This design comes from an exercise in tuning for small area and a short achievable clock period on the open sky130 flow, not from production work. Function was checked by simulation only, so behaviour that the tests miss may differ from the original. No driver is modelled on the clock port, so clock power and skew are understated where the tree is cut down; a real chip needs a root buffer or a tree. Power is estimated from default activity; no workload was simulated.

Setup of lane 1:
==> flow/design.v (excerpt) <==
module axis_dwidth_downsizer #(
  parameter WIDTH      = 32,  
  parameter NUM_REG    =  4  
)(
    input  logic aclk,
    input  logic aresetn,
    input  logic s_axis_tvalid,
    output logic s_axis_tready,
    input  logic [WIDTH*NUM_REG-1:0] s_axis_tdata,
    input  logic s_axis_tlast,
    output logic m_axis_tvalid,
    input  logic m_axis_tready,
    output [WIDTH-1:0] m_axis_tdata,
    output m_axis_tlast
);
  localparam NH = NUM_REG - 1;
  logic [WIDTH-1:0] out_reg;
  logic [NH*WIDTH-1:0] hold_reg;
  logic [NUM_REG-1:0] sel;
  logic last_seen;    
  logic last_reg;     
  logic busy;         
  logic [NH-1:0] free;
  assign m_axis_tdata = out_reg;
  assign m_axis_tlast = last_reg;
  logic hold;
  assign hold = busy & ~m_axis_tready;
  logic [WIDTH-1:0] pick [NUM_REG];
  assign pick[0] = ({WIDTH{~busy}} & s_axis_tdata[NUM_REG*WIDTH-1 -: WIDTH]) |
                   ({WIDTH{hold}} & out_reg);
  for (genvar k = 0; k < NH; k++) begin : g_pick
    assign pick[k+1] = pick[k] |
      ({WIDTH{sel[k] & m_axis_tready}} & hold_reg[(NH-k)*WIDTH-1 -: WIDTH]);
  end
  always @(posedge aclk) begin
    for (int k = 0; k < NH; k++)
  ...
Size in the first run: roughly 290 cells after synthesis, roughly 140 flip-flops, roughly 170 I/O pins, roughly 4800 sq um of cells after synthesis.
==> flow/config.mk <==
export PLATFORM = sky130hd
export DESIGN_NAME = axis_dwidth_downsizer
export DESIGN_NICKNAME = axis_dwidth_downsizer
export VERILOG_FILES = /design/flow/design.v
export SDC_FILE = /design/flow/constraint.sdc
export NUM_CORES = 4
export LEC_CHECK = 0
export CAP_MARGIN = 20
export CORE_MARGIN = 2
export CORE_UTILIZATION = 60
export SETUP_SLACK_MARGIN = 2.45
export SLEW_MARGIN = 20
==> flow/constraint.sdc <==
create_clock -name core_clock -period 4.0 [get_ports {aclk}]
set_input_delay 0.8000 -clock core_clock [delete_from_list [all_inputs] [get_ports {aclk}]]
set_output_delay 0.8000 -clock core_clock [all_outputs]
set_load 0.01 [all_outputs]
standard.sh (not shown) runs the stock make flow with config.mk's settings and CLKGATE_MAP_FILE= SYNTH_SCRIPT=/design/flow/synth_recipe.tcl, a recipe that flattens the netlist after the stock synthesis.
==> flow/flow/run.sh <==
#!/bin/bash
# The standard ORFS layout (the standard.sh) with two changes:
#  - the port buffers are the smallest plain buffer, not the cell buffer_ports picks itself;
#  - the clock tree is one level of CTS_LEAVES buffers driven by the clock port, built by
#    flow/cts_tree.tcl in place of TritonCTS (the rest of ORFS's CTS step runs as usual).
set -euo pipefail
here=$(cd "$(dirname "$0")" && pwd)
export BUFFER_PORTS_ARGS="-buffer_cell sky130_fd_sc_hd__buf_1"
export PRE_CTS_TCL="$here/cts_tree.tcl"
export CTS_LEAVES=4
export CTS_LEAF_BUF=sky130_fd_sc_hd__clkbuf_16
bash standard.sh finish > standard.log 2>&1
==> flow/flow/cts_tree.tcl <==
# Sourced by ORFS's cts.tcl through PRE_CTS_TCL. Replaces TritonCTS with a one-level clock
# tree: the clock port drives CTS_LEAVES buffers of type CTS_LEAF_BUF, each placed at the centre
# of an equal share of the flip-flops (found by splitting them in halves along x and y in turn).
rename clock_tree_synthesis _tritoncts_unused
proc clock_tree_synthesis {args} {
  set nleaf $::env(CTS_LEAVES)
  set block [ord::get_db_block]
  set master [[ord::get_db] findMaster $::env(CTS_LEAF_BUF)]
  set clk [get_clocks *]
  set port_name [get_full_name [lindex [get_property $clk sources] 0]]
  set bterm [$block findBTerm $port_name]
  set net [$bterm getNet]
  set sinks {}
  foreach it [$net getITerms] {
    set bb [[$it getInst] getBBox]
    lappend sinks [list [expr {([$bb xMin] + [$bb xMax]) / 2}] [expr {([$bb yMin] + [$bb yMax]) / 2}] $it]
  }
  set groups [split_sinks $sinks $nleaf 0]
  set k 0
  foreach g $groups {
    set sx 0; set sy 0
    foreach s $g { set sx [expr {$sx + [lindex $s 0]}]; set sy [expr {$sy + [lindex $s 1]}] }
    set n [llength $g]
    set inst [odb::dbInst_create $block $master "clkbuf_leaf_$k"]
    set lnet [odb::dbNet_create $block "clknet_leaf_$k"]
    $lnet setSigType CLOCK
    $inst setLocation [expr {$sx / $n}] [expr {$sy / $n}]
    $inst setPlacementStatus PLACED
    foreach s $g {
      set it [lindex $s 2]
      $it disconnect
      $it connect $lnet
    }
    foreach it [$inst getITerms] {
      set m [$it getMTerm]
      if {[$m getSigType] ne "SIGNAL"} continue
      if {[$m getIoType] eq "INPUT"} { $it connect $net } else { $it connect $lnet }
    }
    puts "clock leaf $k: [$master getName] drives $n sinks"
    incr k
  }
  set_propagated_clock [all_clocks]
}
# Split sinks (lists x y iterm) into n groups of near-equal size, cutting across the longer side.
proc split_sinks {sinks n depth} {
  if {$n <= 1} { return [list $sinks] }
  set xs [lmap s $sinks {lindex $s 0}]
  set ys [lmap s $sinks {lindex $s 1}]
  set dx [expr {[tcl::mathfunc::max {*}$xs] - [tcl::mathfunc::min {*}$xs]}]
  set dy [expr {[tcl::mathfunc::max {*}$ys] - [tcl::mathfunc::min {*}$ys]}]
  set axis [expr {$dx >= $dy ? 0 : 1}]
  set sorted [lsort -integer -index $axis $sinks]
  set n1 [expr {$n / 2}]
  set cut [expr {round(double([llength $sorted]) * $n1 / $n)}]
  return [concat [split_sinks [lrange $sorted 0 [expr {$cut - 1}]] $n1 [expr {$depth + 1}]] \
                 [split_sinks [lrange $sorted $cut end] [expr {$n - $n1}] [expr {$depth + 1}]]]
}
Both conditions hold for lane 1: the flow ran to the end and the final layout passed the timing, DRC and antenna checks.
Modified inputs, lane 2 compared to lane 1
==> flow/flow/run.sh <==
#!/bin/bash
# The standard ORFS layout (the standard.sh, including its synthesis) with these changes:
#  - the input port buffers are the smallest plain buffer, not the cell buffer_ports picks itself;
#  - the clock tree is one level of CTS_LEAVES buffers driven by the clock port, built by
#    flow/cts_tree.tcl in place of TritonCTS (the rest of ORFS's CTS step runs as usual);
#  - at the start of CTS the output port buffers become OUT_BUF_CELL.
set -euo pipefail
here=$(cd "$(dirname "$0")" && pwd)
export BUFFER_PORTS_ARGS="-buffer_cell sky130_fd_sc_hd__buf_1"
export PRE_CTS_TCL="$here/cts_tree.tcl"
export CTS_LEAVES=4
export CTS_LEAF_BUF=sky130_fd_sc_hd__clkbuf_16
export OUT_BUF_CELL=sky130_fd_sc_hd__buf_2
bash standard.sh finish > standard.log 2>&1
-- flow/flow/cts_tree.tcl --
<<< lane 1, line 42
  set_propagated_clock [all_clocks]
}
>>> lane 2, line 42
  set_propagated_clock [all_clocks]
  presize_outputs
}
# Upsize the output port buffers and the registers that drive them (drive strength only).
proc presize_outputs {} {
  if {[info exists ::env(OUT_BUF_CELL)] && $::env(OUT_BUF_CELL) ne ""} {
    foreach bterm [[ord::get_db_block] getBTerms] {
      if {[$bterm getIoType] ne "OUTPUT"} continue
      foreach it [[$bterm getNet] getITerms] {
        if {![$it isOutputSignal]} continue
        set inst [$it getInst]
        if {[string match "*buf*" [[$inst getMaster] getName]]} {
          replace_cell [get_cells [$inst getName]] $::env(OUT_BUF_CELL)
        }
      }
    }
  }
  if {[info exists ::env(OUT_FLOP_CELL)] && $::env(OUT_FLOP_CELL) ne ""} {
    foreach c [get_cells $::env(OUT_FLOP_PATTERN)] { replace_cell $c $::env(OUT_FLOP_CELL) }
  }
}
## What came out
- Met1 routing resource usage after global routing delta (lane 2 -> lane 1): insignificant
- Cmp lane 2 and lane 1 / slack of the worst reg-to-reg path / higher: lane 2
- Lane 2 vs. lane 1: cell leakage power went up; cell-internal power went up by about 0.46%; post-layout total power moved up; tightest slew margin relative to the limit picked up an extra 0.80 points; clock period minus final worst setup slack lower.
- | achievable clock frequency | lane 2 vs lane 1 | 8.0 MHz higher |
Input-level comparison between lane 3 and lane 2:
# lane 2
export LEC_CHECK = 0
export CAP_MARGIN = 20
export CORE_MARGIN = 2
export CORE_UTILIZATION = 60
export SETUP_SLACK_MARGIN = 2.45
export SLEW_MARGIN = 20
create_clock -name core_clock -period 4.0 [get_ports {aclk}]
# lane 3
export LEC_CHECK = 0
export CAP_MARGIN = 20
export CORE_MARGIN = 2
export CORE_UTILIZATION = 60
export SETUP_SLACK_MARGIN = 2.4
export SLEW_MARGIN = 20
create_clock -name core_clock -period 4.0 [get_ports {aclk}]
==> flow/flow/run.sh <==
#!/bin/bash
# The standard ORFS layout (the standard.sh) with two changes:
#  - the port buffers are the smallest plain buffer, not the cell buffer_ports picks itself;
#  - the clock tree is one level of CTS_LEAVES buffers driven by the clock port, built by
#    flow/cts_tree.tcl in place of TritonCTS (the rest of ORFS's CTS step runs as usual).
set -euo pipefail
here=$(cd "$(dirname "$0")" && pwd)
export BUFFER_PORTS_ARGS="-buffer_cell sky130_fd_sc_hd__buf_1"
export PRE_CTS_TCL="$here/cts_tree.tcl"
export CTS_LEAVES=4
export CTS_LEAF_BUF=sky130_fd_sc_hd__clkbuf_16
bash standard.sh finish > standard.log 2>&1
-- flow/flow/cts_tree.tcl --
<<< lane 2, line 42
  set_propagated_clock [all_clocks]
  presize_outputs
}
# Upsize the output port buffers and the registers that drive them (drive strength only).
proc presize_outputs {} {
  if {[info exists ::env(OUT_BUF_CELL)] && $::env(OUT_BUF_CELL) ne ""} {
    foreach bterm [[ord::get_db_block] getBTerms] {
      if {[$bterm getIoType] ne "OUTPUT"} continue
      foreach it [[$bterm getNet] getITerms] {
        if {![$it isOutputSignal]} continue
        set inst [$it getInst]
        if {[string match "*buf*" [[$inst getMaster] getName]]} {
          replace_cell [get_cells [$inst getName]] $::env(OUT_BUF_CELL)
        }
      }
    }
  }
  if {[info exists ::env(OUT_FLOP_CELL)] && $::env(OUT_FLOP_CELL) ne ""} {
    foreach c [get_cells $::env(OUT_FLOP_PATTERN)] { replace_cell $c $::env(OUT_FLOP_CELL) }
  }
}
>>> lane 3, line 42
  set_propagated_clock [all_clocks]
}
Findings:
- Compared with lane 2, lane 3 shows a lower wire length on met1.
- [compare] base=lane 2 new=lane 3: global-route wire length before repair -1.8%; number of fillers in the final layout rose 16; utilization decreased by 1.2 points relative to the old numbers; total design power now smaller; number of failing hold endpoints at the final stage essentially unchanged.
- When the final numbers for lane 2 and lane 3 were put side by side, the sequential share of layout area turned out to be greater in lane 3.
- Going from lane 2 to lane 3, portion of total power attributed to sequential cells saw an increase, buffers inserted during post-CTS setup optimization dropped 5, routed wire length decreased by 1.3% relative to the old numbers.
- The run showing the smaller routed wire length on met3 is lane 2.
No run of this note takes its clock network from TritonCTS; it comes from the design's own scripts or RTL.

==> what the ideal ports hide <==
No port has a modelled driver above. Below, the same layouts with a new extraction and two added sets of constraints.
Step 1 assumes that a clkbuf_16 drives the clock port and a buf_2 every other input.
Step 2 times the ports against the registers' clock, not the clock port: input delays grow and output delays shrink by t, the midpoint of the rising clock arrivals with the driver on.
Slacks: ideal / step 1 / step 2; pairs: ideal / step 1.
run | shift t [ns] | setup WS [ns] | latest minus earliest clock arrival (ns)
lane 1 | 0.254 | 2.488 / 2.408 / 2.267 | 0.009 / 0.009
lane 2 | 0.256 | 2.506 / 2.426 / 2.270 | 0.013 / 0.013
lane 3 | 0.253 | 2.457 / 2.379 / 2.245 | 0.008 / 0.009
After both steps setup and hold are still met in every run listed. The setup slack of lane 2, which loses most, moves by -0.080 ns with the drivers and by -0.236 ns with both steps.
